This is an optimization exercise on Yosys and OpenROAD, whose aim is small area, a short achievable clock period and few clock cycles, not a production implementation.
Function was checked by simulation only, so behaviour that the tests miss may differ from the original.
Power figures rest on the tool's default switching activity, not on a simulated workload.

## exp/indigo
## gpu_block
module gpu_block (
    input  wire         clk,
    input  wire         rst,
    input  wire         read_frame,
    input  wire         pixel_done,
    input  wire [2:0]   control_in,
    input  wire [7:0]   num_vertices_in,
    input  wire [23:0]  color_in,
    input  wire [767:0] vertices_in,
    output wire         computation_done,
    output wire         pixel_ready,
    output wire [23:0]  data_in,
    output wire [19:0]  address_in
);
    localparam S_IDLE  = 4'd0,
               S_START = 4'd1,
               S_LWAIT = 4'd2,
               S_L2    = 4'd5,
               S_L3    = 4'd6,
               S_L4    = 4'd7,
               S_STEP  = 4'd8,
               S_FSTEP = 4'd9,
               S_FIN   = 4'd10;
    reg [3:0] state;
    reg       idle;            
    reg       busy;            
    reg       ld;              
    reg       ld_n;            
    reg [29:0]  ring [0:15];
    reg [1:0]   v0c_hi;        
    reg         v1c_hi;        
    reg [23:0]  color;
    reg [2:0]   ctl;
    reg         lmode, first_only, is_cont;
    reg [4:0]   nv;
    integer k;
    always @(posedge clk) begin
        for (k = 0; k < 16; k = k + 1) begin
            ring[k] <= ~(({vertices_in[752-48*k +: 8], vertices_in[736-48*k +: 11],
                           vertices_in[720-48*k +: 11]} & {30{ld}}) |
                         (ring[(k+1) % 16] & {30{ld_n}}));
        end
        if (idle) begin
            v0c_hi <= vertices_in[761:760];
            v1c_hi <= vertices_in[712];
            color  <= color_in;
            ctl    <= control_in;
            lmode  <= (control_in == 3'b001);
            first_only <= (control_in == 3'b011) || (control_in == 3'b100);
            is_cont <= (control_in == 3'b100);
  ...
For scale: about 700 flip-flops, roughly 850 I/O pins, about 0.031 mm2 of cells after synthesis.
export LEC_CHECK = 0
export ABC_CLOCK_PERIOD_IN_PS = 3500
export CAP_MARGIN = 20
export CORE_MARGIN = 2
export CORE_UTILIZATION = 40
export PLACE_DENSITY = 0.6
export SLEW_MARGIN = 20
create_clock -name core_clock -period 9.5 [get_ports {clk}]
standard.sh (not shown) runs the stock make flow with config.mk's settings and CLKGATE_MAP_FILE= SYNTH_SCRIPT=/design/flow/synth_recipe.tcl, a recipe that flattens the netlist after the stock synthesis.
==> flow/flow/run.sh <==
#!/bin/bash
set -euo pipefail
export BUFFER_PORTS_ARGS="-buffer_cell sky130_fd_sc_hd__buf_1"
export SETUP_SLACK_MARGIN=6.7
bash standard.sh > standard.log 2>&1
Testbench counts of exp/indigo, summed over its fixed seeds: cycles 148,045.
> inputs changed (exp/indigo -> exp/quartz)
==> flow/flow/run.sh <==
#!/bin/bash
set -euo pipefail
export BUFFER_PORTS_ARGS="-buffer_cell sky130_fd_sc_hd__buf_1"
export SETUP_SLACK_MARGIN=6.45
bash standard.sh > standard.log 2>&1
### Flow results
In summary, exp/quartz completed successfully, with a layout that passed the timing, design-rule and antenna checks. In exp/quartz, clock period minus final worst setup slack is higher than in exp/indigo. In the flow results for exp/quartz and exp/indigo, the part of the total power dissipated in combinational logic is larger on exp/indigo. Relative to exp/indigo, register share of the cell area increased by 1.5 points in exp/quartz. Higher post-place setup slack goes to exp/indigo over exp/quartz. Delta (exp/quartz minus exp/indigo): design area shrank by 3.6%, final instance count without filler cells shrank by about 1.5%. Summary of exp/quartz over exp/indigo: wire length of the first global-routing pass decreased about 1.5%, sequential-cell power consumption did not really move, least setup slack across all paths after layout down 0.071 ns, longest individual stage delay on the worst path -0.03 ns.


Setup of the previous run:
gpu_block, a different RTL version from the one above (not shown whole).
Size in the first run: roughly 3000 cells after synthesis, about 710 flip-flops, ~850 I/O pins, ~31000 µm² of cells after synthesis.
Settings: LEC_CHECK=0, ABC_CLOCK_PERIOD_IN_PS=3500, CAP_MARGIN=20, CORE_MARGIN=2, CORE_UTILIZATION=40, CTS_CLUSTER_DIAMETER=120, CTS_CLUSTER_SIZE=25, PLACE_DENSITY=0.6, SLEW_MARGIN=20; clock period 9.5 ns.
==> flow/flow/run.sh <==
#!/bin/bash
set -euo pipefail
export BUFFER_PORTS_ARGS="-buffer_cell sky130_fd_sc_hd__buf_1"
export SETUP_SLACK_MARGIN=6.3
bash standard.sh > standard.log 2>&1
No stage failed in the previous run, and the final checks on the layout all came back clean.
Testbench counts of the previous run, summed over its fixed seeds: cycles 142,640.
Modified inputs, the current run compared to the previous run
==> flow/flow/run.sh <==
#!/bin/bash
set -euo pipefail
export BUFFER_PORTS_ARGS="-buffer_cell sky130_fd_sc_hd__buf_1"
export SETUP_SLACK_MARGIN=6.45
bash standard.sh > standard.log 2>&1
### Flow results
The estimated power of the current run ends up higher than the estimate for the previous run. Area share of buffers outside the clock network in the current run is 1.0 points higher than in the previous run. The current run: critical path data required time 2.27 ns below the previous run. Compared the current run vs the previous run, and initial antenna violation count is up in the current run.


## umber
Another version of the RTL of gpu_block (not shown whole).
Size: ~700 flip-flops, ~850 I/O pins, roughly 30000 um2 of cells after synthesis.
## gpu_block
module gpu_block (
    input  wire         clk,
    input  wire         rst,
    input  wire         read_frame,
    input  wire         pixel_done,
    input  wire [2:0]   control_in,
    input  wire [7:0]   num_vertices_in,
    input  wire [23:0]  color_in,
    input  wire [767:0] vertices_in,
    output wire         computation_done,
    output wire         pixel_ready,
    output wire [23:0]  data_in,
    output wire [19:0]  address_in
);
    localparam S_IDLE  = 4'd0,
               S_START = 4'd1,
               S_LWAIT = 4'd2,
               S_L2    = 4'd5,
               S_L3    = 4'd6,
               S_L4    = 4'd7,
               S_STEP  = 4'd8,
               S_FSTEP = 4'd9,
               S_FIN   = 4'd10;
    reg [3:0] state;
    reg       idle;            
    reg       busy;            
    reg       ld;              
    reg       ld_n;            
    reg [29:0]  ring [0:15];
    reg [1:0]   v0c_hi;        
    reg         v1c_hi;        
    reg [23:0]  color;
  ...
clock: 9.5 ns
lec_check: 0
abc_clock_period_in_ps: 3500
cap_margin: 20
core_margin: 2
core_utilization: 55
cts_cluster_diameter: 120
cts_cluster_size: 25
place_density: 0.7
slew_margin: 20
==> flow/flow/run.sh <==
#!/bin/bash
set -euo pipefail
export BUFFER_PORTS_ARGS="-buffer_cell sky130_fd_sc_hd__buf_1"
export SETUP_SLACK_MARGIN=6.45
bash standard.sh > standard.log 2>&1
umber completed; timing, DRC and antenna clean
Testbench counts of umber, summed over its fixed seeds: cycles 142,640.
The following lists how harbor was set up differently from umber:
- changing PLACE_DENSITY from 0.7 to 0.6
- changing CORE_UTILIZATION from 55 to 40
Results
- The higher count of clock-buffer cells in the layout of umber and harbor is in umber.
- Lower post-CTS setup repair buffer count goes to harbor over umber.
- Diff umber -> harbor: switching power as a share of total power level, area occupied by registers about even, portion of the clock cycle consumed by the worst path in the final layout now smaller, cell count rose about 7.5%, overall fraction of global-route tracks in use down 8.9 points.
- Worst hold slack: harbor vs umber up 0.016 ns

## port drivers added, routing unchanged
Ports are ideal in the flow. The routed layouts listed here were re-timed in OpenROAD. Step 1 sets driving cells, clkbuf_16 on the clock port and buf_2 on the other inputs (assumed; they add their load-dependent delay and slew). Step 2 times the ports against the registers' clock, not the clock port: input delays grow and output delays shrink by t, the midpoint of the rising clock arrivals with the driver on. a / b / c = ideal / step 1 / step 2; a / b = the first two.
| run | shift t [ns] | slack for setup (ns) | clock arrival spread, ns | pins driven straight from the clock port |
|---|---|---|---|---|
| exp/indigo | 0.702 | 6.397 / 6.355 / 5.947 | 0.055 / 0.056 | 1 |
| exp/quartz | 0.708 | 6.327 / 6.293 / 5.877 | 0.062 / 0.062 | 1 |
| the previous run | 0.667 | 6.302 / 6.245 / 5.728 | 0.034 / 0.033 | 1 |
| the current run | 0.661 | 6.426 / 6.355 / 5.925 | 0.051 / 0.051 | 1 |
| umber | 0.649 | 6.297 / 6.297 / 5.946 | 0.044 / 0.045 | 1 |
| harbor | 0.655 | 6.353 / 6.339 / 5.956 | 0.043 / 0.042 | 1 |
After both steps setup and hold are still met in every run listed. The setup slack of the previous run, which loses most, moves by -0.057 ns with the drivers and by -0.574 ns with both steps.
